This design comes from an exercise in tuning for small area on the open sky130 flow, not from production work. The RTL was checked by simulation tests, not by an equivalence proof against the original design. Power and IR drop assume default switching activity.

### flow/flow/run.sh
#!/bin/bash
# The standard layout (standard.sh), with two changes:
#  - synthesis runs flow/synth.tcl: the standard synthesis script without extract_fa and with an
#    area-oriented ABC script;
#  - the buffer that global placement puts on every input and output port is
#    sky130_fd_sc_hd__buf_1 instead of the one OpenROAD picks by default.
# The make output goes to flow_make.log; each ORFS step logs to orfs/logs/.
set -euo pipefail
cd "$(dirname "$0")/.."
bash standard.sh "SYNTH_SCRIPT=$PWD/flow/synth.tcl" \
  "BUFFER_PORTS_ARGS=-buffer_cell sky130_fd_sc_hd__buf_1" finish > flow_make.log 2>&1
### flow/flow/area.abc
strash
dch -f
amap
topo
stime -c
buffer -c
dnsize -c
### flow/flow/synth.tcl
# The standard synthesis script (synth_recipe.tcl in the work folder), with two changes to the
# mapping of the logic: Yosys's extract_fa pass is skipped, so ABC maps the adders together with
# the rest of the logic, and the ABC pass uses flow/area.abc, an area-oriented script, instead of
# ORFS's own. Flip-flops are mapped before ABC runs and extract_fa never touches them, so the
# registers (names, count and cell types) are those of the standard synthesis.
set my_flow_dir [file dirname [file normalize [info script]]]
proc extract_fa {args} { puts "extract_fa skipped by flow/synth.tcl" }
proc abc {args} {
  set i [lsearch -exact $args -script]
  if {$i >= 0} { lset args [expr {$i + 1}] [file join $::my_flow_dir area.abc] }
  yosys abc {*}$args
}
source [file join [file dirname $my_flow_dir] synth_recipe.tcl]
### flow/standard.sh
#!/bin/bash
# synth_recipe.tcl (not shown) runs the flow's synth.tcl, then flattens the netlist and writes it again
# the make line also repeats each setting of config.mk as NAME=value (left out here)
make -C /OpenROAD-flow-scripts/flow DESIGN_CONFIG=/design/flow/config.mk WORK_HOME=/design/flow/orfs CLKGATE_MAP_FILE= SYNTH_SCRIPT=/design/flow/synth_recipe.tcl "${@:-finish}"
### flow/config.mk
export PLATFORM = sky130hd
export DESIGN_NAME = rv32i_alu
export DESIGN_NICKNAME = rv32i_alu
export VERILOG_FILES = /design/flow/design.v
export SDC_FILE = /design/flow/constraint.sdc
export NUM_CORES = 4
export LEC_CHECK = 0
export ABC_AREA = 1
export CAP_MARGIN = 20
export CORE_MARGIN = 2
export CORE_UTILIZATION = 40
export CTS_BUF_LIST = sky130_fd_sc_hd__clkbuf_8
export SLEW_MARGIN = 20
### flow/constraint.sdc
create_clock -name core_clock -period 9.0 [get_ports {i_clk}]
set_input_delay 1.8000 -clock core_clock [delete_from_list [all_inputs] [get_ports {i_clk}]]
set_output_delay 1.8000 -clock core_clock [all_outputs]
set_load 0.01 [all_outputs]
### flow/design.v
`timescale 1ns / 1ps
`default_nettype none
module rv32i_alu (
    input  logic                        i_clk,
    input  logic                        i_rst_n,
    input  logic [14-1:0]       i_alu,
    input  logic [4:0]                  i_rs1_addr,
    input  logic [31:0]                 i_rs1,
    input  logic [31:0]                 i_rs2,
    input  logic [31:0]                 i_imm,
    input  logic [2:0]                  i_funct3,
    input  logic [11-1:0]    i_opcode,
    input  logic [4-1:0] i_exception,
    input  logic [31:0]                 i_pc,
    input  logic [4:0]                  i_rd_addr,
    input  logic                        i_ce,
    input  logic                        i_stall,
    input  logic                        i_force_stall,
    input  logic                        i_flush,
    output logic [4:0]                  o_rs1_addr,
    output logic [31:0]                 o_rs1,
    output logic [31:0]                 o_rs2,
    output logic [11:0]                 o_imm,
    output logic [2:0]                  o_funct3,
    output logic [11-1:0]    o_opcode,
    output logic [4-1:0] o_exception,
    output logic [31:0]                 o_y,
    output logic [31:0]                 o_pc,
    output logic [31:0]                 o_next_pc,
    output logic                        o_change_pc,
    output logic                        o_wr_rd,
    output logic [4:0]                  o_rd_addr,
    output logic [31:0]                 o_rd,
    output logic                        o_rd_valid,
    output logic                        o_stall_from_alu,
    output logic                        o_ce,
    output logic                        o_stall,
    output logic                        o_flush
);
    logic op_rtype, op_itype, op_load, op_store, op_branch, op_jal, op_jalr;
    logic op_lui, op_auipc, op_system, op_fence;
    assign op_rtype  = i_opcode[0];
    assign op_itype  = i_opcode[1];
    assign op_load   = i_opcode[2];
    assign op_store  = i_opcode[3];
    assign op_branch = i_opcode[4];
    assign op_jal    = i_opcode[5];
    assign op_jalr   = i_opcode[6];
    assign op_lui    = i_opcode[7];
    assign op_auipc  = i_opcode[8];
    assign op_system = i_opcode[9];
    assign op_fence  = i_opcode[10];
    logic [31:0] a, b;
    assign a = (op_jal | op_auipc) ? i_pc : i_rs1;
    assign b = (op_rtype | op_branch) ? i_rs2 : i_imm;
    logic        do_sub;
    logic [31:0] bx, sum;
    logic        cout;
    assign do_sub = i_alu[1] | i_alu[2] | i_alu[3] | i_alu[12] | i_alu[13];
    assign bx = b ^ {32{do_sub}};
    logic [31:0] a_p, a_g; logic [32:0] a_c;
    assign a_p = a ^ bx; assign a_g = a & bx; assign a_c[0] = do_sub;
    logic a_G0, a_P0; assign a_G0 = (a_g[7] | (a_p[7] & (a_g[6] | (a_p[6] & (a_g[5] | (a_p[5] & (a_g[4] | (a_p[4] & (a_g[3] | (a_p[3] & (a_g[2] | (a_p[2] & (a_g[1] | (a_p[1] & a_g[0])))))))))))))); assign a_P0 = (a_p[7] & (a_p[6] & (a_p[5] & (a_p[4] & (a_p[3] & (a_p[2] & (a_p[1] & a_p[0])))))));
    assign sum[0] = a_p[0] ^ a_c[0];
    assign a_c[1] = a_g[0] | (a_p[0] & a_c[0]);
    assign sum[1] = a_p[1] ^ a_c[1];
    assign a_c[2] = a_g[1] | (a_p[1] & a_c[1]);
    assign sum[2] = a_p[2] ^ a_c[2];
    assign a_c[3] = a_g[2] | (a_p[2] & a_c[2]);
    assign sum[3] = a_p[3] ^ a_c[3];
    assign a_c[4] = a_g[3] | (a_p[3] & a_c[3]);
    assign sum[4] = a_p[4] ^ a_c[4];
    assign a_c[5] = a_g[4] | (a_p[4] & a_c[4]);
    assign sum[5] = a_p[5] ^ a_c[5];
    assign a_c[6] = a_g[5] | (a_p[5] & a_c[5]);
    assign sum[6] = a_p[6] ^ a_c[6];
    assign a_c[7] = a_g[6] | (a_p[6] & a_c[6]);
    assign sum[7] = a_p[7] ^ a_c[7];
    logic a_G1, a_P1; assign a_G1 = (a_g[15] | (a_p[15] & (a_g[14] | (a_p[14] & (a_g[13] | (a_p[13] & (a_g[12] | (a_p[12] & (a_g[11] | (a_p[11] & (a_g[10] | (a_p[10] & (a_g[9] | (a_p[9] & a_g[8])))))))))))))); assign a_P1 = (a_p[15] & (a_p[14] & (a_p[13] & (a_p[12] & (a_p[11] & (a_p[10] & (a_p[9] & a_p[8])))))));
    assign sum[8] = a_p[8] ^ a_c[8];
    assign a_c[9] = a_g[8] | (a_p[8] & a_c[8]);
    assign sum[9] = a_p[9] ^ a_c[9];
    assign a_c[10] = a_g[9] | (a_p[9] & a_c[9]);
    assign sum[10] = a_p[10] ^ a_c[10];
    assign a_c[11] = a_g[10] | (a_p[10] & a_c[10]);
    assign sum[11] = a_p[11] ^ a_c[11];
    assign a_c[12] = a_g[11] | (a_p[11] & a_c[11]);
    assign sum[12] = a_p[12] ^ a_c[12];
    assign a_c[13] = a_g[12] | (a_p[12] & a_c[12]);
    assign sum[13] = a_p[13] ^ a_c[13];
    assign a_c[14] = a_g[13] | (a_p[13] & a_c[13]);
    assign sum[14] = a_p[14] ^ a_c[14];
    assign a_c[15] = a_g[14] | (a_p[14] & a_c[14]);
    assign sum[15] = a_p[15] ^ a_c[15];
    logic a_G2, a_P2; assign a_G2 = (a_g[23] | (a_p[23] & (a_g[22] | (a_p[22] & (a_g[21] | (a_p[21] & (a_g[20] | (a_p[20] & (a_g[19] | (a_p[19] & (a_g[18] | (a_p[18] & (a_g[17] | (a_p[17] & a_g[16])))))))))))))); assign a_P2 = (a_p[23] & (a_p[22] & (a_p[21] & (a_p[20] & (a_p[19] & (a_p[18] & (a_p[17] & a_p[16])))))));
    assign sum[16] = a_p[16] ^ a_c[16];
    assign a_c[17] = a_g[16] | (a_p[16] & a_c[16]);
    assign sum[17] = a_p[17] ^ a_c[17];
    assign a_c[18] = a_g[17] | (a_p[17] & a_c[17]);
    assign sum[18] = a_p[18] ^ a_c[18];
    assign a_c[19] = a_g[18] | (a_p[18] & a_c[18]);
    assign sum[19] = a_p[19] ^ a_c[19];
    assign a_c[20] = a_g[19] | (a_p[19] & a_c[19]);
    assign sum[20] = a_p[20] ^ a_c[20];
    assign a_c[21] = a_g[20] | (a_p[20] & a_c[20]);
    assign sum[21] = a_p[21] ^ a_c[21];
    assign a_c[22] = a_g[21] | (a_p[21] & a_c[21]);
    assign sum[22] = a_p[22] ^ a_c[22];
    assign a_c[23] = a_g[22] | (a_p[22] & a_c[22]);
    assign sum[23] = a_p[23] ^ a_c[23];
    logic a_G3, a_P3; assign a_G3 = (a_g[31] | (a_p[31] & (a_g[30] | (a_p[30] & (a_g[29] | (a_p[29] & (a_g[28] | (a_p[28] & (a_g[27] | (a_p[27] & (a_g[26] | (a_p[26] & (a_g[25] | (a_p[25] & a_g[24])))))))))))))); assign a_P3 = (a_p[31] & (a_p[30] & (a_p[29] & (a_p[28] & (a_p[27] & (a_p[26] & (a_p[25] & a_p[24])))))));
    assign sum[24] = a_p[24] ^ a_c[24];
    assign a_c[25] = a_g[24] | (a_p[24] & a_c[24]);
    assign sum[25] = a_p[25] ^ a_c[25];
    assign a_c[26] = a_g[25] | (a_p[25] & a_c[25]);
    assign sum[26] = a_p[26] ^ a_c[26];
    assign a_c[27] = a_g[26] | (a_p[26] & a_c[26]);
    assign sum[27] = a_p[27] ^ a_c[27];
    assign a_c[28] = a_g[27] | (a_p[27] & a_c[27]);
    assign sum[28] = a_p[28] ^ a_c[28];
    assign a_c[29] = a_g[28] | (a_p[28] & a_c[28]);
    assign sum[29] = a_p[29] ^ a_c[29];
    assign a_c[30] = a_g[29] | (a_p[29] & a_c[29]);
    assign sum[30] = a_p[30] ^ a_c[30];
    assign a_c[31] = a_g[30] | (a_p[30] & a_c[30]);
    assign sum[31] = a_p[31] ^ a_c[31];
    logic a_X0; assign a_X0 = a_G0 | (a_P0 & a_c[0]);
    logic a_G1_0; assign a_G1_0 = a_G1 | (a_P1 & a_X0);
    logic a_G2_0; assign a_G2_0 = a_G2 | (a_P2 & a_G1);
    logic a_P2_0; assign a_P2_0 = a_P2 & a_P1;
    logic a_G3_0; assign a_G3_0 = a_G3 | (a_P3 & a_G2);
    logic a_P3_0; assign a_P3_0 = a_P3 & a_P2;
    logic a_G2_1; assign a_G2_1 = a_G2_0 | (a_P2_0 & a_X0);
    logic a_G3_1; assign a_G3_1 = a_G3_0 | (a_P3_0 & a_G1_0);
    assign a_c[8] = a_X0;
    assign a_c[16] = a_G1_0;
    assign a_c[24] = a_G2_1;
    assign a_c[32] = a_G3_1;
    assign cout = a_c[32];
    logic ltu, lt, eq;
    assign ltu = ~cout;
    assign lt  = (a[31] ^ b[31]) ? a[31] : ltu;
    assign eq  = ~|a_p;   
    logic [31:0] a_rev, sh_in, sh_out, sh_rev;
    logic        fill;
    always_comb for (int i = 0; i < 32; i++) a_rev[i] = a[31-i];
    assign sh_in  = i_alu[7] ? a_rev : a;
    assign fill   = i_alu[9] & a[31];
    assign sh_out = 32'($signed({fill, sh_in}) >>> b[4:0]);
    always_comb for (int i = 0; i < 32; i++) sh_rev[i] = sh_out[31-i];
    logic cmp;
    assign cmp = (i_alu[2] & lt) | (i_alu[3] & ltu) | (i_alu[12] & ~lt) |
                 (i_alu[13] & ~ltu) | (i_alu[10] & eq) | (i_alu[11] & ~eq);
    logic stall, capture, cap;
    assign stall   = i_stall | o_stall;
    assign capture = i_ce & ~stall;
    assign cap     = i_rst_n & capture;
    logic s_sum, s_p, s_g, s_sll, s_sr;
    assign s_sum = i_alu[0] | i_alu[1];
    assign s_p   = i_alu[4] | i_alu[5];
    assign s_g   = i_alu[6] | i_alu[5];
    assign s_sll = i_alu[7];
    assign s_sr  = i_alu[8] | i_alu[9];
    logic [31:0] yc;
    assign yc = ({32{cap & s_sum}} & sum) |
                ({32{cap & s_p}} & a_p) |
                ({32{cap & s_g}} & a_g) |
                ({32{cap & s_sll}} & sh_rev) |
                ({32{cap & s_sr}} & sh_out) |
                {31'b0, cap & cmp};
    logic y0;
    assign y0 = (s_sum & sum[0]) | (s_p & a_p[0]) | (s_g & a_g[0]) | (s_sll & sh_rev[0]) |
                (s_sr & sh_out[0]) | cmp;
    logic [31:0] ta, target;
    assign ta = op_jalr ? i_rs1 : (op_lui ? 32'b0 : i_pc);
    logic [31:0] t_p, t_g; logic [32:0] t_c;
    assign t_p = ta ^ i_imm; assign t_g = ta & i_imm; assign t_c[0] = 1'b0;
    logic t_G0, t_P0; assign t_G0 = (t_g[3] | (t_p[3] & (t_g[2] | (t_p[2] & (t_g[1] | (t_p[1] & t_g[0])))))); assign t_P0 = (t_p[3] & (t_p[2] & (t_p[1] & t_p[0])));
    assign target[0] = t_p[0] ^ t_c[0];
    assign t_c[1] = t_g[0] | (t_p[0] & t_c[0]);
    assign target[1] = t_p[1] ^ t_c[1];
    assign t_c[2] = t_g[1] | (t_p[1] & t_c[1]);
    assign target[2] = t_p[2] ^ t_c[2];
    assign t_c[3] = t_g[2] | (t_p[2] & t_c[2]);
    assign target[3] = t_p[3] ^ t_c[3];
    logic t_G1, t_P1; assign t_G1 = (t_g[7] | (t_p[7] & (t_g[6] | (t_p[6] & (t_g[5] | (t_p[5] & t_g[4])))))); assign t_P1 = (t_p[7] & (t_p[6] & (t_p[5] & t_p[4])));
    assign target[4] = t_p[4] ^ t_c[4];
    assign t_c[5] = t_g[4] | (t_p[4] & t_c[4]);
    assign target[5] = t_p[5] ^ t_c[5];
    assign t_c[6] = t_g[5] | (t_p[5] & t_c[5]);
    assign target[6] = t_p[6] ^ t_c[6];
    assign t_c[7] = t_g[6] | (t_p[6] & t_c[6]);
    assign target[7] = t_p[7] ^ t_c[7];
    logic t_G2, t_P2; assign t_G2 = (t_g[11] | (t_p[11] & (t_g[10] | (t_p[10] & (t_g[9] | (t_p[9] & t_g[8])))))); assign t_P2 = (t_p[11] & (t_p[10] & (t_p[9] & t_p[8])));
    assign target[8] = t_p[8] ^ t_c[8];
    assign t_c[9] = t_g[8] | (t_p[8] & t_c[8]);
    assign target[9] = t_p[9] ^ t_c[9];
    assign t_c[10] = t_g[9] | (t_p[9] & t_c[9]);
    assign target[10] = t_p[10] ^ t_c[10];
    assign t_c[11] = t_g[10] | (t_p[10] & t_c[10]);
    assign target[11] = t_p[11] ^ t_c[11];
    logic t_G3, t_P3; assign t_G3 = (t_g[15] | (t_p[15] & (t_g[14] | (t_p[14] & (t_g[13] | (t_p[13] & t_g[12])))))); assign t_P3 = (t_p[15] & (t_p[14] & (t_p[13] & t_p[12])));
    assign target[12] = t_p[12] ^ t_c[12];
    assign t_c[13] = t_g[12] | (t_p[12] & t_c[12]);
    assign target[13] = t_p[13] ^ t_c[13];
    assign t_c[14] = t_g[13] | (t_p[13] & t_c[13]);
    assign target[14] = t_p[14] ^ t_c[14];
    assign t_c[15] = t_g[14] | (t_p[14] & t_c[14]);
    assign target[15] = t_p[15] ^ t_c[15];
    logic t_G4, t_P4; assign t_G4 = (t_g[19] | (t_p[19] & (t_g[18] | (t_p[18] & (t_g[17] | (t_p[17] & t_g[16])))))); assign t_P4 = (t_p[19] & (t_p[18] & (t_p[17] & t_p[16])));
    assign target[16] = t_p[16] ^ t_c[16];
    assign t_c[17] = t_g[16] | (t_p[16] & t_c[16]);
    assign target[17] = t_p[17] ^ t_c[17];
    assign t_c[18] = t_g[17] | (t_p[17] & t_c[17]);
    assign target[18] = t_p[18] ^ t_c[18];
    assign t_c[19] = t_g[18] | (t_p[18] & t_c[18]);
    assign target[19] = t_p[19] ^ t_c[19];
    logic t_G5, t_P5; assign t_G5 = (t_g[23] | (t_p[23] & (t_g[22] | (t_p[22] & (t_g[21] | (t_p[21] & t_g[20])))))); assign t_P5 = (t_p[23] & (t_p[22] & (t_p[21] & t_p[20])));
    assign target[20] = t_p[20] ^ t_c[20];
    assign t_c[21] = t_g[20] | (t_p[20] & t_c[20]);
    assign target[21] = t_p[21] ^ t_c[21];
    assign t_c[22] = t_g[21] | (t_p[21] & t_c[21]);
    assign target[22] = t_p[22] ^ t_c[22];
    assign t_c[23] = t_g[22] | (t_p[22] & t_c[22]);
    assign target[23] = t_p[23] ^ t_c[23];
    logic t_G6, t_P6; assign t_G6 = (t_g[27] | (t_p[27] & (t_g[26] | (t_p[26] & (t_g[25] | (t_p[25] & t_g[24])))))); assign t_P6 = (t_p[27] & (t_p[26] & (t_p[25] & t_p[24])));
    assign target[24] = t_p[24] ^ t_c[24];
    assign t_c[25] = t_g[24] | (t_p[24] & t_c[24]);
    assign target[25] = t_p[25] ^ t_c[25];
    assign t_c[26] = t_g[25] | (t_p[25] & t_c[25]);
    assign target[26] = t_p[26] ^ t_c[26];
    assign t_c[27] = t_g[26] | (t_p[26] & t_c[26]);
    assign target[27] = t_p[27] ^ t_c[27];
    logic t_G7, t_P7; assign t_G7 = (t_g[31] | (t_p[31] & (t_g[30] | (t_p[30] & (t_g[29] | (t_p[29] & t_g[28])))))); assign t_P7 = (t_p[31] & (t_p[30] & (t_p[29] & t_p[28])));
    assign target[28] = t_p[28] ^ t_c[28];
    assign t_c[29] = t_g[28] | (t_p[28] & t_c[28]);
    assign target[29] = t_p[29] ^ t_c[29];
    assign t_c[30] = t_g[29] | (t_p[29] & t_c[29]);
    assign target[30] = t_p[30] ^ t_c[30];
    assign t_c[31] = t_g[30] | (t_p[30] & t_c[30]);
    assign target[31] = t_p[31] ^ t_c[31];
    logic t_X0; assign t_X0 = t_G0 | (t_P0 & t_c[0]);
    logic t_G1_0; assign t_G1_0 = t_G1 | (t_P1 & t_X0);
    logic t_G2_0; assign t_G2_0 = t_G2 | (t_P2 & t_G1);
    logic t_P2_0; assign t_P2_0 = t_P2 & t_P1;
    logic t_G3_0; assign t_G3_0 = t_G3 | (t_P3 & t_G2);
    logic t_P3_0; assign t_P3_0 = t_P3 & t_P2;
    logic t_G4_0; assign t_G4_0 = t_G4 | (t_P4 & t_G3);
    logic t_P4_0; assign t_P4_0 = t_P4 & t_P3;
    logic t_G5_0; assign t_G5_0 = t_G5 | (t_P5 & t_G4);
    logic t_P5_0; assign t_P5_0 = t_P5 & t_P4;
    logic t_G6_0; assign t_G6_0 = t_G6 | (t_P6 & t_G5);
    logic t_P6_0; assign t_P6_0 = t_P6 & t_P5;
    logic t_G7_0; assign t_G7_0 = t_G7 | (t_P7 & t_G6);
    logic t_P7_0; assign t_P7_0 = t_P7 & t_P6;
    logic t_G2_1; assign t_G2_1 = t_G2_0 | (t_P2_0 & t_X0);
    logic t_G3_1; assign t_G3_1 = t_G3_0 | (t_P3_0 & t_G1_0);
    logic t_G4_1; assign t_G4_1 = t_G4_0 | (t_P4_0 & t_G2_0);
    logic t_P4_1; assign t_P4_1 = t_P4_0 & t_P2_0;
    logic t_G5_1; assign t_G5_1 = t_G5_0 | (t_P5_0 & t_G3_0);
    logic t_P5_1; assign t_P5_1 = t_P5_0 & t_P3_0;
    logic t_G6_1; assign t_G6_1 = t_G6_0 | (t_P6_0 & t_G4_0);
    logic t_P6_1; assign t_P6_1 = t_P6_0 & t_P4_0;
    logic t_G7_1; assign t_G7_1 = t_G7_0 | (t_P7_0 & t_G5_0);
    logic t_P7_1; assign t_P7_1 = t_P7_0 & t_P5_0;
    logic t_G4_2; assign t_G4_2 = t_G4_1 | (t_P4_1 & t_X0);
    logic t_G5_2; assign t_G5_2 = t_G5_1 | (t_P5_1 & t_G1_0);
    logic t_G6_2; assign t_G6_2 = t_G6_1 | (t_P6_1 & t_G2_1);
    logic t_G7_2; assign t_G7_2 = t_G7_1 | (t_P7_1 & t_G3_1);
    assign t_c[4] = t_X0;
    assign t_c[8] = t_G1_0;
    assign t_c[12] = t_G2_1;
    assign t_c[16] = t_G3_1;
    assign t_c[20] = t_G4_2;
    assign t_c[24] = t_G5_2;
    assign t_c[28] = t_G6_2;
    assign t_c[32] = t_G7_2;
    logic take;
    assign take = ~i_flush & ((op_branch & y0) | op_jal | op_jalr);
    assign o_next_pc   = take ? target : 32'b0;
    assign o_change_pc = take & i_ce;
    assign o_flush     = i_flush | (take & i_ce);
    assign o_stall     = (i_stall | i_force_stall) & ~i_flush;
    logic [31:0] pc4, ic;
    assign pc4[1:0] = i_pc[1:0];
    assign ic[2] = 1'b1;
    for (genvar i = 2; i < 32; i++) begin : g_inc
        assign pc4[i] = i_pc[i] ^ ic[i];
        if (i < 31) assign ic[i+1] = ic[i] & i_pc[i];
    end
    logic s_rdy, s_rdt, s_rdp;
    assign s_rdy = ~i_flush & (op_rtype | op_itype);
    assign s_rdt = op_lui | op_auipc;
    assign s_rdp = ~i_flush & (op_jal | op_jalr);
    logic [31:0] y_d, rd_d;
    assign y_d  = yc | ({32{~cap}} & o_y);
    assign rd_d = ({32{s_rdy}} & yc) | ({32{cap & s_rdt}} & target) |
                  ({32{cap & s_rdp}} & pc4) | ({32{~cap}} & o_rd);
    logic [3:0] op_enc, op_code;
    always_comb begin
        op_enc = 4'd0;
        for (int j = 0; j < 11; j++) op_enc = op_enc | (i_opcode[j] ? 4'(j + 1) : 4'd0);
    end
    always_comb for (int j = 0; j < 11; j++) o_opcode[j] = (op_code == 4'(j + 1));
    always_ff @(posedge i_clk, negedge i_rst_n) begin
        if (!i_rst_n) begin
            o_exception      <= 0;
            o_ce             <= 0;
            o_stall_from_alu <= 0;
        end else begin
            if (capture) begin
                o_exception      <= i_exception;
                o_stall_from_alu <= op_store | op_load;
            end
            if (!stall) o_ce <= i_ce & ~i_flush;
            else if (!i_stall) o_ce <= 0;
        end
    end
    always_ff @(posedge i_clk) begin
        if (i_rst_n && capture) begin
            op_code    <= op_enc;
            o_rs1_addr <= i_rs1_addr;
            o_rs1      <= i_rs1;
            o_rs2      <= i_rs2;
            o_rd_addr  <= i_rd_addr;
            o_imm      <= i_imm[11:0];
            o_funct3   <= i_funct3;
            o_pc       <= i_pc;
        end
    end
    always_ff @(posedge i_clk) begin
        o_y  <= y_d;
        o_rd <= rd_d;
    end
    assign o_wr_rd    = ~(o_opcode[4] | o_opcode[3] | o_opcode[10] |
                          (o_opcode[9] & (o_funct3 == 3'd0)));
    assign o_rd_valid = ~(o_opcode[2] | (o_opcode[9] & (o_funct3 != 3'd0)));
endmodule
==> impl_summary.log, run 1 <==
[metrics] slew at the pin closest to its max-slew limit: 1.17 ns
[metrics] leakage: 5.59 nW
[metrics] Vias/cell: 6.12
[metrics] Worst path max stage delay: 0.53 ns
[metrics] post-route cell area: 0.0154 sq mm
[metrics] max frequency: 0.114 GHz
[metrics] total power after layout: 2.69 mW
[metrics] final-stage net count: 2,167
[metrics] mean instance size in the synthesized netlist: 7.94 sq um
[metrics] status: finished clean
[metrics] first-pass GRT wire length: 82,800 um
[metrics] DR vias: 14,700
[metrics] count of distinct cell types in the synthesized netlist: 45
[metrics] sequential fraction of the synthesis area: 0.414
[metrics] remaining global-route overflow: 0
[metrics] fraction of power consumed by sequential logic: 0.422
[metrics] internal portion of total power: 1.62 mW
[metrics] net switching power figure: 1.07 mW
[metrics] headroom to the max-slew limit: 0.218
[metrics] maximum number of buffers from clock root to sink: 2
[metrics] total I/O pin count: 415
[metrics] Num CTS Buffers: 17
[metrics] CTS root buffer: sky130_fd_sc_hd__clkbuf_8
[metrics] worst-skew pair later-pin latency: 0.51 ns
[metrics] Num Clock Sinks: 195
[metrics] sequential cell area: 0.00518 sq mm
[metrics] Routed wire per std cell: 23.9 um
[metrics] multi-input combinational cell area: 0.00669 sq mm
[metrics] Clock power frac: 0.207
[metrics] critical path type: input pin to primary output
[metrics] number of rows created at floorplan: 64
[metrics] Yosys top cell area share: 0.300
[metrics] top-count cell post-synth: sky130_fd_sc_hd__nor2_1
[metrics] initial antenna violation count: 1
[metrics] starting density of the core: 0.408
[metrics] count of maximum capacitance violations: 0
[metrics] critical-path maximum fanout: 8
[metrics] width of the chip: 181 um
[metrics] synth-to-layout area growth: 23.0%
[metrics] placed standard-cell area: 0.0148 sq mm
[metrics] number of input and output port buffers inserted: 414
[metrics] Worst Skew: 0 ns
[metrics] Critical Path Sink Type: primary output
[metrics] Tot GR Track Use: 0.332
[metrics] final cell count without fillers: 2,401
[metrics] number of hold violations in the final report: 0
[metrics] Cell Count Post-Placement: 2,363
[metrics] VDD IR max: 0.0955 mV
[metrics] routability congestion estimate from global placement: 0.990
[metrics] prevailing post-synth register cell: sky130_fd_sc_hd__edfxtp_1
[metrics] violation count after the first detailed-routing iteration: 1,848
[metrics] flip-flop and latch count after synthesis: 195
[metrics] first-pass detailed-route iteration total: 6
[metrics] H-Tree Level Count: 4
[metrics] detailed-route wire length: 57,300 um
[metrics] number of buffers added to fix hold violations after cts: 0
[metrics] proportion of register bits with asynchronous set or reset after synthesis: 0.0308
[metrics] area enclosed by the die boundary: 0.0327 sq mm
[metrics] DP Wirelength: 44,300 um
[metrics] cell types with the largest area share after synthesis: sky130_fd_sc_hd__edfxtp_1, sky130_fd_sc_hd__dfxtp_1, sky130_fd_sc_hd__nor2_1
[metrics] vias in the first global route: 13,400
[metrics] Synth top cells by count: sky130_fd_sc_hd__nor2_1, sky130_fd_sc_hd__o21ai_0, sky130_fd_sc_hd__nand2_1, sky130_fd_sc_hd__a21oi_1
[metrics] vertical die dimension: 181 um
[metrics] Sw Share: 0.398
[metrics] remaining antenna violation count after routing: 0
[metrics] area of the mapped netlist: 0.0125 sq mm
[metrics] # DRC: 0
[metrics] cell with the biggest individual delay on the critical path: sky130_fd_sc_hd__or4_1
[metrics] P per Cell Area: 175 mW/mm^2
[metrics] final clock period utilization by the worst path: 0.972
[metrics] ratio of cells with drive above 1 in the final layout: 0.0758
[metrics] final number of setup-violating endpoints: 0
[metrics] Critical Path Start Type: input pin
[metrics] TritonCTS clock tree: done
[metrics] EDFF count, synth: 125
[metrics] critical path data arrival time: 6.95 ns
[metrics] final critical path time including I/O delays and setup: 8.75 ns
[metrics] type of the tightest min-delay check: flip-flop to flip-flop
[metrics] Post-Synthesis Net Count: 1,752
[metrics] count of filler cells inserted in the layout: 3,120
[metrics] Slew Viols, Final: 0
[metrics] largest net degree at the start of global routing: 82
[metrics] core region area: 0.0307 sq mm
[metrics] required time worst endpoint: 7.20 ns
[metrics] count of synthesis-stage warnings from yosys: 1
[metrics] synthesized instance count: 1,576
[metrics] fraction of power consumed by combinational cells: 0.371
[metrics] largest area contributor in the netlist: sky130_fd_sc_hd__edfxtp_1
[metrics] clock input transition at the sequential cells of the worst setup and hold paths: 0.09 ns
## critical path: cells and delay by family
| kind | cells | cell delay, ns |
|---|---|---|
| AOI/OAI and AO/OA | 16 | 2.89 |
| buffers and inverters | 5 | 0.70 |
| and+or+nand+nor | 8 | 1.54 |
## placed cells by master, fill, tap and decap left out, drive strengths merged, types with 5 or more instances in the layout
cell type	netlist	routed
o221ai	24	24
o21a	22	22
nor3	16	16
a2111oi	19	19
edfxtp	125	125
dfrtp	6	6
clkbuf	89	23
clkinv	2	5
a221o	17	17
buf	6	486
nand2	169	169
dfxtp	64	64
nand4	9	9
a21oi	136	136
a22oi	5	5
inv	110	120
o21bai	5	5
or2	7	7
nor2	236	236
o22a	72	72
o21ai	180	180
o22ai	125	125
a32o	24	24
a32oi	24	24
nor2b	15	15
a211oi	7	7
nor4	17	17
a22o	10	10
and2	5	5
o221a	5	5
## through the flow
step                setup WS [ns]  setup TNS, ns  hold slack (ns)  utilization
floorplan                   0.256              0            0.489            -
global placement            0.422              0            0.456        0.484
detailed placement          0.115              0            0.457        0.484
CTS                         0.104              0            0.481        0.496
global route             -0.00435       -0.00565            0.499        0.502
finish                      0.248              0            0.476        0.502
## final cells by class
type,count,share of cell area
clock inverters,14,0.00780
flip-flops and latches,195,0.337
inverters,112,0.0276
repair buffers,491,0.145
diodes,1,0.000163
well taps,396,0.0322
multi-input cells,1174,0.435
clock buffers,18,0.0161
## flip-flops by register name (all words and copies together) (netlist names), 5 cells and up
signal      cells
o_imm          12
o_pc           32
o_rd           32
o_rd_addr       5
o_rs1          32
o_rs1_addr      5
o_rs2          32
o_y            32
## timing repair
| item | in CTS | in global routing |
|---|---|---|
| setup buffers | 0 | 2 |
| resized for setup | 0 | 28 |
| endpoints found under the setup margin | 0 | 34 |
## routing by layer
| layer | global-route usage | share of wire | routed length (um) |
|---|---|---|---|
| met1 | 0.448 | 0.41 | 23700 |
| met3 | 0.0603 | 0.096 | 5510 |
| met2 | 0.533 | 0.45 | 26000 |
| met5 | 0 | 0 | 0 |
| met4 | 0.122 | 0.037 | 2100 |
## cells by family (layout without fill, tap and decap cells)
group                  count (synthesis)  after routing  synth area share
AO/OA/AOI/OAI                        692            692             0.364
XOR/XNOR                               1              1          0.000700
buffers and inverters                207            635            0.0621
flip-flops                           195            195             0.414
other                                  0              1                 0
AND/OR/NAND/NOR                      481            481             0.158
## power groups by stage
stage / clock (mW) / combinational, mW / sequential (mW)
after floorplan: 0 / 0.502 / 1.20
final: 0.556 / 0.999 / 1.14
after detailed placement: 0 / 0.957 / 1.15
after CTS: 0.563 / 0.961 / 1.13
after global routing: 0.595 / 1.08 / 1.15
after global placement: 0 / 0.956 / 1.15
## path summary, 6_finish.rpt
path / slack (ns) / end / from / cells past startpoint
max: 0.25 / o_next_pc[11] / i_opcode[5] / 29
min: 0.48 / o_y[18] / o_y[18] / 2
max reg2reg: 8.24 / o_rd[10] / o_rd[10] / 2
min reg2reg: 0.48 / o_y[18] / o_y[18] / 2
max in group asynchronous: 7.57 / o_exception[0] / i_rst_n / 1
min in group asynchronous: 1.16 / o_stall_from_alu / i_rst_n / 1
==> run 2, diff against run 1 <==
--- a/flow/design.v
+++ b/flow/design.v
@@ -76,6 +76,7 @@
     assign sum[6] = a_p[6] ^ a_c[6];
     assign a_c[7] = a_g[6] | (a_p[6] & a_c[6]);
     assign sum[7] = a_p[7] ^ a_c[7];
+    assign a_c[8] = a_G0 | (a_P0 & a_c[0]);
     logic a_G1, a_P1; assign a_G1 = (a_g[15] | (a_p[15] & (a_g[14] | (a_p[14] & (a_g[13] | (a_p[13] & (a_g[12] | (a_p[12] & (a_g[11] | (a_p[11] & (a_g[10] | (a_p[10] & (a_g[9] | (a_p[9] & a_g[8])))))))))))))); assign a_P1 = (a_p[15] & (a_p[14] & (a_p[13] & (a_p[12] & (a_p[11] & (a_p[10] & (a_p[9] & a_p[8])))))));
     assign sum[8] = a_p[8] ^ a_c[8];
     assign a_c[9] = a_g[8] | (a_p[8] & a_c[8]);
@@ -92,6 +93,7 @@
     assign sum[14] = a_p[14] ^ a_c[14];
     assign a_c[15] = a_g[14] | (a_p[14] & a_c[14]);
     assign sum[15] = a_p[15] ^ a_c[15];
+    assign a_c[16] = a_G1 | (a_P1 & a_c[8]);
     logic a_G2, a_P2; assign a_G2 = (a_g[23] | (a_p[23] & (a_g[22] | (a_p[22] & (a_g[21] | (a_p[21] & (a_g[20] | (a_p[20] & (a_g[19] | (a_p[19] & (a_g[18] | (a_p[18] & (a_g[17] | (a_p[17] & a_g[16])))))))))))))); assign a_P2 = (a_p[23] & (a_p[22] & (a_p[21] & (a_p[20] & (a_p[19] & (a_p[18] & (a_p[17] & a_p[16])))))));
     assign sum[16] = a_p[16] ^ a_c[16];
     assign a_c[17] = a_g[16] | (a_p[16] & a_c[16]);
@@ -108,6 +110,7 @@
     assign sum[22] = a_p[22] ^ a_c[22];
     assign a_c[23] = a_g[22] | (a_p[22] & a_c[22]);
     assign sum[23] = a_p[23] ^ a_c[23];
+    assign a_c[24] = a_G2 | (a_P2 & a_c[16]);
     logic a_G3, a_P3; assign a_G3 = (a_g[31] | (a_p[31] & (a_g[30] | (a_p[30] & (a_g[29] | (a_p[29] & (a_g[28] | (a_p[28] & (a_g[27] | (a_p[27] & (a_g[26] | (a_p[26] & (a_g[25] | (a_p[25] & a_g[24])))))))))))))); assign a_P3 = (a_p[31] & (a_p[30] & (a_p[29] & (a_p[28] & (a_p[27] & (a_p[26] & (a_p[25] & a_p[24])))))));
     assign sum[24] = a_p[24] ^ a_c[24];
     assign a_c[25] = a_g[24] | (a_p[24] & a_c[24]);
@@ -124,18 +127,7 @@
     assign sum[30] = a_p[30] ^ a_c[30];
     assign a_c[31] = a_g[30] | (a_p[30] & a_c[30]);
     assign sum[31] = a_p[31] ^ a_c[31];
-    logic a_X0; assign a_X0 = a_G0 | (a_P0 & a_c[0]);
-    logic a_G1_0; assign a_G1_0 = a_G1 | (a_P1 & a_X0);
-    logic a_G2_0; assign a_G2_0 = a_G2 | (a_P2 & a_G1);
-    logic a_P2_0; assign a_P2_0 = a_P2 & a_P1;
-    logic a_G3_0; assign a_G3_0 = a_G3 | (a_P3 & a_G2);
-    logic a_P3_0; assign a_P3_0 = a_P3 & a_P2;
-    logic a_G2_1; assign a_G2_1 = a_G2_0 | (a_P2_0 & a_X0);
-    logic a_G3_1; assign a_G3_1 = a_G3_0 | (a_P3_0 & a_G1_0);
-    assign a_c[8] = a_X0;
-    assign a_c[16] = a_G1_0;
-    assign a_c[24] = a_G2_1;
-    assign a_c[32] = a_G3_1;
+    assign a_c[32] = a_G3 | (a_P3 & a_c[24]);
     assign cout = a_c[32];
     logic ltu, lt, eq;
     assign ltu = ~cout;
@@ -175,7 +167,7 @@
     assign ta = op_jalr ? i_rs1 : (op_lui ? 32'b0 : i_pc);
     logic [31:0] t_p, t_g; logic [32:0] t_c;
     assign t_p = ta ^ i_imm; assign t_g = ta & i_imm; assign t_c[0] = 1'b0;
-    logic t_G0, t_P0; assign t_G0 = (t_g[3] | (t_p[3] & (t_g[2] | (t_p[2] & (t_g[1] | (t_p[1] & t_g[0])))))); assign t_P0 = (t_p[3] & (t_p[2] & (t_p[1] & t_p[0])));
+    logic t_G0, t_P0; assign t_G0 = (t_g[7] | (t_p[7] & (t_g[6] | (t_p[6] & (t_g[5] | (t_p[5] & (t_g[4] | (t_p[4] & (t_g[3] | (t_p[3] & (t_g[2] | (t_p[2] & (t_g[1] | (t_p[1] & t_g[0])))))))))))))); assign t_P0 = (t_p[7] & (t_p[6] & (t_p[5] & (t_p[4] & (t_p[3] & (t_p[2] & (t_p[1] & t_p[0])))))));
     assign target[0] = t_p[0] ^ t_c[0];
     assign t_c[1] = t_g[0] | (t_p[0] & t_c[0]);
     assign target[1] = t_p[1] ^ t_c[1];
@@ -183,7 +175,7 @@
     assign target[2] = t_p[2] ^ t_c[2];
     assign t_c[3] = t_g[2] | (t_p[2] & t_c[2]);
     assign target[3] = t_p[3] ^ t_c[3];
-    logic t_G1, t_P1; assign t_G1 = (t_g[7] | (t_p[7] & (t_g[6] | (t_p[6] & (t_g[5] | (t_p[5] & t_g[4])))))); assign t_P1 = (t_p[7] & (t_p[6] & (t_p[5] & t_p[4])));
+    assign t_c[4] = t_g[3] | (t_p[3] & t_c[3]);
     assign target[4] = t_p[4] ^ t_c[4];
     assign t_c[5] = t_g[4] | (t_p[4] & t_c[4]);
     assign target[5] = t_p[5] ^ t_c[5];
@@ -191,7 +183,7 @@
     assign target[6] = t_p[6] ^ t_c[6];
     assign t_c[7] = t_g[6] | (t_p[6] & t_c[6]);
     assign target[7] = t_p[7] ^ t_c[7];
-    logic t_G2, t_P2; assign t_G2 = (t_g[11] | (t_p[11] & (t_g[10] | (t_p[10] & (t_g[9] | (t_p[9] & t_g[8])))))); assign t_P2 = (t_p[11] & (t_p[10] & (t_p[9] & t_p[8])));
+    logic t_G1, t_P1; assign t_G1 = (t_g[15] | (t_p[15] & (t_g[14] | (t_p[14] & (t_g[13] | (t_p[13] & (t_g[12] | (t_p[12] & (t_g[11] | (t_p[11] & (t_g[10] | (t_p[10] & (t_g[9] | (t_p[9] & t_g[8])))))))))))))); assign t_P1 = (t_p[15] & (t_p[14] & (t_p[13] & (t_p[12] & (t_p[11] & (t_p[10] & (t_p[9] & t_p[8])))))));
     assign target[8] = t_p[8] ^ t_c[8];
     assign t_c[9] = t_g[8] | (t_p[8] & t_c[8]);
     assign target[9] = t_p[9] ^ t_c[9];
@@ -199,7 +191,7 @@
     assign target[10] = t_p[10] ^ t_c[10];
     assign t_c[11] = t_g[10] | (t_p[10] & t_c[10]);
     assign target[11] = t_p[11] ^ t_c[11];
-    logic t_G3, t_P3; assign t_G3 = (t_g[15] | (t_p[15] & (t_g[14] | (t_p[14] & (t_g[13] | (t_p[13] & t_g[12])))))); assign t_P3 = (t_p[15] & (t_p[14] & (t_p[13] & t_p[12])));
+    assign t_c[12] = t_g[11] | (t_p[11] & t_c[11]);
     assign target[12] = t_p[12] ^ t_c[12];
     assign t_c[13] = t_g[12] | (t_p[12] & t_c[12]);
     assign target[13] = t_p[13] ^ t_c[13];
@@ -207,7 +199,7 @@
     assign target[14] = t_p[14] ^ t_c[14];
     assign t_c[15] = t_g[14] | (t_p[14] & t_c[14]);
     assign target[15] = t_p[15] ^ t_c[15];
-    logic t_G4, t_P4; assign t_G4 = (t_g[19] | (t_p[19] & (t_g[18] | (t_p[18] & (t_g[17] | (t_p[17] & t_g[16])))))); assign t_P4 = (t_p[19] & (t_p[18] & (t_p[17] & t_p[16])));
+    logic t_G2, t_P2; assign t_G2 = (t_g[23] | (t_p[23] & (t_g[22] | (t_p[22] & (t_g[21] | (t_p[21] & (t_g[20] | (t_p[20] & (t_g[19] | (t_p[19] & (t_g[18] | (t_p[18] & (t_g[17] | (t_p[17] & t_g[16])))))))))))))); assign t_P2 = (t_p[23] & (t_p[22] & (t_p[21] & (t_p[20] & (t_p[19] & (t_p[18] & (t_p[17] & t_p[16])))))));
     assign target[16] = t_p[16] ^ t_c[16];
     assign t_c[17] = t_g[16] | (t_p[16] & t_c[16]);
     assign target[17] = t_p[17] ^ t_c[17];
@@ -215,7 +207,7 @@
     assign target[18] = t_p[18] ^ t_c[18];
     assign t_c[19] = t_g[18] | (t_p[18] & t_c[18]);
     assign target[19] = t_p[19] ^ t_c[19];
-    logic t_G5, t_P5; assign t_G5 = (t_g[23] | (t_p[23] & (t_g[22] | (t_p[22] & (t_g[21] | (t_p[21] & t_g[20])))))); assign t_P5 = (t_p[23] & (t_p[22] & (t_p[21] & t_p[20])));
+    assign t_c[20] = t_g[19] | (t_p[19] & t_c[19]);
     assign target[20] = t_p[20] ^ t_c[20];
     assign t_c[21] = t_g[20] | (t_p[20] & t_c[20]);
     assign target[21] = t_p[21] ^ t_c[21];
@@ -223,7 +215,7 @@
     assign target[22] = t_p[22] ^ t_c[22];
     assign t_c[23] = t_g[22] | (t_p[22] & t_c[22]);
     assign target[23] = t_p[23] ^ t_c[23];
-    logic t_G6, t_P6; assign t_G6 = (t_g[27] | (t_p[27] & (t_g[26] | (t_p[26] & (t_g[25] | (t_p[25] & t_g[24])))))); assign t_P6 = (t_p[27] & (t_p[26] & (t_p[25] & t_p[24])));
+    logic t_G3, t_P3; assign t_G3 = (t_g[31] | (t_p[31] & (t_g[30] | (t_p[30] & (t_g[29] | (t_p[29] & (t_g[28] | (t_p[28] & (t_g[27] | (t_p[27] & (t_g[26] | (t_p[26] & (t_g[25] | (t_p[25] & t_g[24])))))))))))))); assign t_P3 = (t_p[31] & (t_p[30] & (t_p[29] & (t_p[28] & (t_p[27] & (t_p[26] & (t_p[25] & t_p[24])))))));
     assign target[24] = t_p[24] ^ t_c[24];
     assign t_c[25] = t_g[24] | (t_p[24] & t_c[24]);
     assign target[25] = t_p[25] ^ t_c[25];
@@ -231,7 +223,7 @@
     assign target[26] = t_p[26] ^ t_c[26];
     assign t_c[27] = t_g[26] | (t_p[26] & t_c[26]);
     assign target[27] = t_p[27] ^ t_c[27];
-    logic t_G7, t_P7; assign t_G7 = (t_g[31] | (t_p[31] & (t_g[30] | (t_p[30] & (t_g[29] | (t_p[29] & t_g[28])))))); assign t_P7 = (t_p[31] & (t_p[30] & (t_p[29] & t_p[28])));
+    assign t_c[28] = t_g[27] | (t_p[27] & t_c[27]);
     assign target[28] = t_p[28] ^ t_c[28];
     assign t_c[29] = t_g[28] | (t_p[28] & t_c[28]);
     assign target[29] = t_p[29] ^ t_c[29];
@@ -245,36 +237,12 @@
     logic t_P2_0; assign t_P2_0 = t_P2 & t_P1;
     logic t_G3_0; assign t_G3_0 = t_G3 | (t_P3 & t_G2);
     logic t_P3_0; assign t_P3_0 = t_P3 & t_P2;
-    logic t_G4_0; assign t_G4_0 = t_G4 | (t_P4 & t_G3);
-    logic t_P4_0; assign t_P4_0 = t_P4 & t_P3;
-    logic t_G5_0; assign t_G5_0 = t_G5 | (t_P5 & t_G4);
-    logic t_P5_0; assign t_P5_0 = t_P5 & t_P4;
-    logic t_G6_0; assign t_G6_0 = t_G6 | (t_P6 & t_G5);
-    logic t_P6_0; assign t_P6_0 = t_P6 & t_P5;
-    logic t_G7_0; assign t_G7_0 = t_G7 | (t_P7 & t_G6);
-    logic t_P7_0; assign t_P7_0 = t_P7 & t_P6;
     logic t_G2_1; assign t_G2_1 = t_G2_0 | (t_P2_0 & t_X0);
     logic t_G3_1; assign t_G3_1 = t_G3_0 | (t_P3_0 & t_G1_0);
-    logic t_G4_1; assign t_G4_1 = t_G4_0 | (t_P4_0 & t_G2_0);
-    logic t_P4_1; assign t_P4_1 = t_P4_0 & t_P2_0;
-    logic t_G5_1; assign t_G5_1 = t_G5_0 | (t_P5_0 & t_G3_0);
-    logic t_P5_1; assign t_P5_1 = t_P5_0 & t_P3_0;
-    logic t_G6_1; assign t_G6_1 = t_G6_0 | (t_P6_0 & t_G4_0);
-    logic t_P6_1; assign t_P6_1 = t_P6_0 & t_P4_0;
-    logic t_G7_1; assign t_G7_1 = t_G7_0 | (t_P7_0 & t_G5_0);
-    logic t_P7_1; assign t_P7_1 = t_P7_0 & t_P5_0;
-    logic t_G4_2; assign t_G4_2 = t_G4_1 | (t_P4_1 & t_X0);
-    logic t_G5_2; assign t_G5_2 = t_G5_1 | (t_P5_1 & t_G1_0);
-    logic t_G6_2; assign t_G6_2 = t_G6_1 | (t_P6_1 & t_G2_1);
-    logic t_G7_2; assign t_G7_2 = t_G7_1 | (t_P7_1 & t_G3_1);
-    assign t_c[4] = t_X0;
-    assign t_c[8] = t_G1_0;
-    assign t_c[12] = t_G2_1;
-    assign t_c[16] = t_G3_1;
-    assign t_c[20] = t_G4_2;
-    assign t_c[24] = t_G5_2;
-    assign t_c[28] = t_G6_2;
-    assign t_c[32] = t_G7_2;
+    assign t_c[8] = t_X0;
+    assign t_c[16] = t_G1_0;
+    assign t_c[24] = t_G2_1;
+    assign t_c[32] = t_G3_1;
     logic take;
     assign take = ~i_flush & ((op_branch & y0) | op_jal | op_jalr);
     assign o_next_pc   = take ? target : 32'b0;
==> run 2 against run 1 <==
Net effect:
- still clean
- flip-flop and latch count unchanged
- clock skew unchanged
- die area is 0.60% higher
- first-iteration DRC count decreased by 8.2%
- via count about the same
==> impl_summary.log, run 2 <==
[metrics] starting density of the core: 0.408 (about the same)
[metrics] Antenna Diode Count: 0 (-1)
[metrics] dominant combinational cell family by area after synthesis: compound AO/OA/AOI/OAI gates
[metrics] VDD IR max: 0.0939 mV (-1.7%)
[metrics] Num Clock Sinks: 195 (unchanged)
[metrics] sequential fraction of the synthesis area: 0.412 (-0.00251)
[metrics] Yosys top cell area share: 0.298 (-0.00182)
[metrics] leakage: 5.90 nW (+5.5%)
[metrics] flip-flop and latch count after synthesis: 195 (unchanged)
[metrics] count of synthesis-stage warnings from yosys: 1 (unchanged)
[metrics] max frequency: 0.115 GHz (+0.31%)
[metrics] required time worst endpoint: 7.20 ns (about the same)
[metrics] Routed wire per std cell: 23.1 um (-3.3%)
[metrics] core region area: 0.0308 sq mm (+0.52%)
[metrics] TritonCTS clock tree: done
[metrics] maximum number of buffers from clock root to sink: 2 (unchanged)
[metrics] number of input and output port buffers inserted: 414 (unchanged)
[metrics] XOR/XNOR share of the synthesized area: 0 (-0.000700)
[metrics] clock input transition at the sequential cells of the worst setup and hold paths: 0.10 ns (about the same)
[metrics] area of the mapped netlist: 0.0126 sq mm (+0.61%)
[metrics] violation count after the first detailed-routing iteration: 1,697 (-8.2%)
[metrics] final cell count without fillers: 2,451 (+2.1%)
[metrics] final number of setup-violating endpoints: 0 (unchanged)
[metrics] count of distinct cell types in the synthesized netlist: 45 (unchanged)
[metrics] final-stage net count: 2,218 (+2.4%)
[metrics] number of hold violations in the final report: 0 (unchanged)
[metrics] placed standard-cell area: 0.0150 sq mm (+0.86%)
[metrics] synth-to-layout area growth: 24.6%
[metrics] count of filler cells inserted in the layout: 3,102 (-0.58%)
[metrics] Worst path max stage delay: 0.32 ns (-0.21 ns)
[metrics] Worst path most repeated cell: sky130_fd_sc_hd__o21ai_1
[metrics] EDFF count, synth: 125 (unchanged)
[metrics] final critical path time including I/O delays and setup: 8.72 ns (-0.0270 ns)
[metrics] origin of the critical flop-to-flop path: o_rd[27]
[metrics] post-synthesis share of cell area spent on full adders, half adders and majority gates: 0 (unchanged)
[metrics] total I/O pin count: 415 (unchanged)
[metrics] Cell Count Post-Placement: 2,409 (+1.9%)
[metrics] Num CTS Buffers: 17 (unchanged)
[metrics] routability congestion estimate from global placement: 0.981 (-0.85%)
[metrics] width of the chip: 181 um (+0.30%)
[metrics] count of maximum capacitance violations: 0 (unchanged)
[metrics] largest area contributor in the netlist: sky130_fd_sc_hd__edfxtp_1
[metrics] critical path data arrival time: 6.92 ns (-0.03 ns)
[metrics] largest net degree at the start of global routing: 105 (+28%)
[metrics] first-pass GRT wire length: 81,700 um (-1.3%)
[metrics] CTS root buffer: sky130_fd_sc_hd__clkbuf_8
[metrics] simple-gate share of the synthesized area: 0.166 (+0.00719)
[metrics] Vias/cell: 5.99 (-2.1%)
[metrics] mean instance size in the synthesized netlist: 7.81 sq um (-1.7%)
[metrics] proportion of register bits with asynchronous set or reset after synthesis: 0.0308 (unchanged)
[metrics] Critical Path Start Type: input pin
[metrics] critical-path maximum fanout: 23 (+15)
[metrics] Synth top cells by count: sky130_fd_sc_hd__nor2_1, sky130_fd_sc_hd__o22ai_1, sky130_fd_sc_hd__inv_1, sky130_fd_sc_hd__nand2_1, sky130_fd_sc_hd__o21ai_0
[metrics] first-pass detailed-route iteration total: 8 (+2)
[metrics] slew at the pin closest to its max-slew limit: 1.27 ns (+0.106 ns)
[metrics] headroom to the max-slew limit: 0.130 (-0.0876)
[metrics] cell types with the largest area share after synthesis: sky130_fd_sc_hd__edfxtp_1, sky130_fd_sc_hd__dfxtp_1, sky130_fd_sc_hd__nor2_1
[metrics] area enclosed by the die boundary: 0.0329 sq mm (+0.60%)
[metrics] type of the tightest min-delay check: flip-flop to flip-flop
[metrics] DR vias: 14,700 (-0.075%)
[metrics] critical path type: input pin to primary output
[metrics] detailed-route wire length: 56,600 um (-1.3%)
[metrics] final design utilization: 0.509 (+0.00705)
[metrics] highest-count cells in the layout ignoring fill and taps: sky130_fd_sc_hd__buf_1, sky130_fd_sc_hd__nor2_1, sky130_fd_sc_hd__inv_1, sky130_fd_sc_hd__o22ai_1, sky130_fd_sc_hd__nand2_1
[metrics] # DRC: 0 (unchanged)
[metrics] top-count cell post-synth: sky130_fd_sc_hd__nor2_1
[metrics] compound-cell area share of the yosys netlist: 0.350 (-0.0149)
[metrics] P per Cell Area: 172 mW/mm^2 (-1.4%)
[metrics] proportion of synthesized area in mux cells: 0 (unchanged)
[metrics] vias in the first global route: 13,400 (-0.38%)
[metrics] DP Wirelength: 44,100 um (-0.29%)
[metrics] post-route cell area: 0.0157 sq mm (+1.9%)
[metrics] commonest non-fill, non-tap cell in the layout: sky130_fd_sc_hd__buf_1
[metrics] Worst Skew: 0 ns (unchanged)
[metrics] remaining antenna violation count after routing: 0 (unchanged)
[metrics] number of rows created at floorplan: 64 (unchanged)
[metrics] H-Tree Level Count: 4 (unchanged)
[metrics] final clock period utilization by the worst path: 0.969 (-0.00299)
[metrics] hold path start: o_y[31]
[metrics] Slew Viols, Final: 0 (unchanged)
[metrics] Critical Path Sink Type: primary output
[metrics] ratio of cells with drive above 1 in the final layout: 0.0847 (+0.00882)
[metrics] vertical die dimension: 181 um (+0.30%)
[metrics] Tot GR Track Use: 0.326 (-0.00642)
[metrics] cell with the biggest individual delay on the critical path: sky130_fd_sc_hd__o31a_1
[metrics] worst-skew pair later-pin latency: 0.50 ns (about the same)
[metrics] Post-Synthesis Net Count: 1,789 (+2.1%)
[metrics] synthesized instance count: 1,613 (+2.3%)
[metrics] remaining global-route overflow: 0 (unchanged)
[metrics] prevailing post-synth register cell: sky130_fd_sc_hd__edfxtp_1
[metrics] launching instance or port of the critical path: i_alu[2]
[metrics] status: finished clean
[metrics] initial antenna violation count: 0 (-1)
==> run 2: cell types whose count changed in the layout (fill, tap and decap cells not counted), moves of 22 or more <==
cell / delta
sky130_fd_sc_hd__nor2_1: +51
sky130_fd_sc_hd__o32ai_1: +29
sky130_fd_sc_hd__a32o_1: -24
sky130_fd_sc_hd__nand2_1: -31
sky130_fd_sc_hd__o21ai_0: -39
sky130_fd_sc_hd__inv_1: +36
sky130_fd_sc_hd__o22ai_1: +22
==> run 2: final timing paths <==
check / slack [ns] / cells past startpoint / endpoint
setup / recovery: 0.28 / 35 / o_next_pc[16]
hold / removal: 0.48 / 2 / o_y[31]
setup reg to reg: 8.24 / 2 / o_rd[27]
hold reg to reg: 0.48 / 2 / o_y[31]
max in group asynchronous: 7.54 / 1 / o_exception[0]
min in group asynchronous: 1.17 / 1 / o_stall_from_alu
==> run 2: cell type report <==
cell class	instances	area, sq um	share of cell area
repair buffers	506	2370	0.151
clock inverters	14	113	0.00718
clock buffers	18	248	0.0158
inverters	149	564	0.0360
flip-flops and latches	195	5180	0.330
well taps	396	495	0.0316
multi-input cells	1173	6720	0.428
==> run 2: cell families (layout without fill, tap and decap cells) <==
group / Yosys count / in the layout
DFF: 195 / 195
and+or+nand+nor: 505 / 505
AOI/OAI and AO/OA: 668 / 668
buffers and inverters: 245 / 687
==> run 2: repair_timing <==
item,4_1_cts,5_1_grt
gates cloned,0,4
buffers inserted,0,6
pin swaps,0,11
endpoints found under the hold margin,0,0
hold buffers,0,0
endpoints found under the setup margin,31,34
resized for setup,1,57
==> run 2: power by group <==
part	switching (mW)	internal [mW]	leakage [nW]	total, mW
registers	0.0572	1.07	1.75	1.13
clock network	0.328	0.224	0.184	0.552
logic	0.670	0.353	3.96	1.02
==> run 2: worst max-delay path: cells and delay by family <==
kind | cells | cell delay [ns]
buf+inv | 10 | 1.39
simple gates | 8 | 1.24
compound gates | 17 | 2.48
==> run 2: routing by layer <==
metal,share of wire,up-vias,wire length (um),track usage
met3,0.090,81,5090,0.0558
met5,0,-,0,0
met4,0.028,0,1570,0.115
met2,0.46,815,25800,0.517
li1,-,6901,-,-
met1,0.43,6888,24100,0.449
==> run 2: stage by stage <==
| step | setup slack [ns] | setup TNS [ns] | hold slack, ns | power (mW) |
|---|---|---|---|---|
| after CTS | 0.00489 | 0 | 0.476 | 2.66 |
| after detailed placement | -0.0423 | -0.399 | 0.457 | 2.11 |
| after global placement | 0.122 | 0 | 0.457 | 2.11 |
| final | 0.275 | 0 | 0.476 | 2.71 |
| after floorplan | 0.248 | 0 | 0.489 | 1.71 |
| after global routing | -0.115 | -2.98 | 0.497 | 2.84 |

==> static timing again, ports no longer ideal <==
The results above use ideal ports. As a check the final layouts listed here were re-extracted and re-timed, cells and wires unchanged.
Step 1, drivers: a clkbuf_16 drives i_clk and a buf_2 each remaining input, both assumed.
Step 2 adds t to the input delays and takes it off the output delays; t is the mean of the earliest and latest rising clock arrival at the registers after step 1. Input paths then give back, and output paths get back, about the clock's delay inside the block.
a / b / c = no drivers / after step 1 / after step 2; a / b = the first two.
run	t (ns)	slack for setup (ns)	worst setup path at the end	latest minus earliest clock arrival (ns)	pins driven straight from the clock port
run 1	0.566	0.248 / 0.205 / 0.205	input to output	0.025 / 0.024	1
run 2	0.556	0.275 / 0.252 / 0.252	input to output	0.023 / 0.023	1
After both steps every run listed still meets setup and hold. For run 1, which loses most, drivers alone change the setup slack by -0.043 ns; drivers and shift together by -0.043 ns.
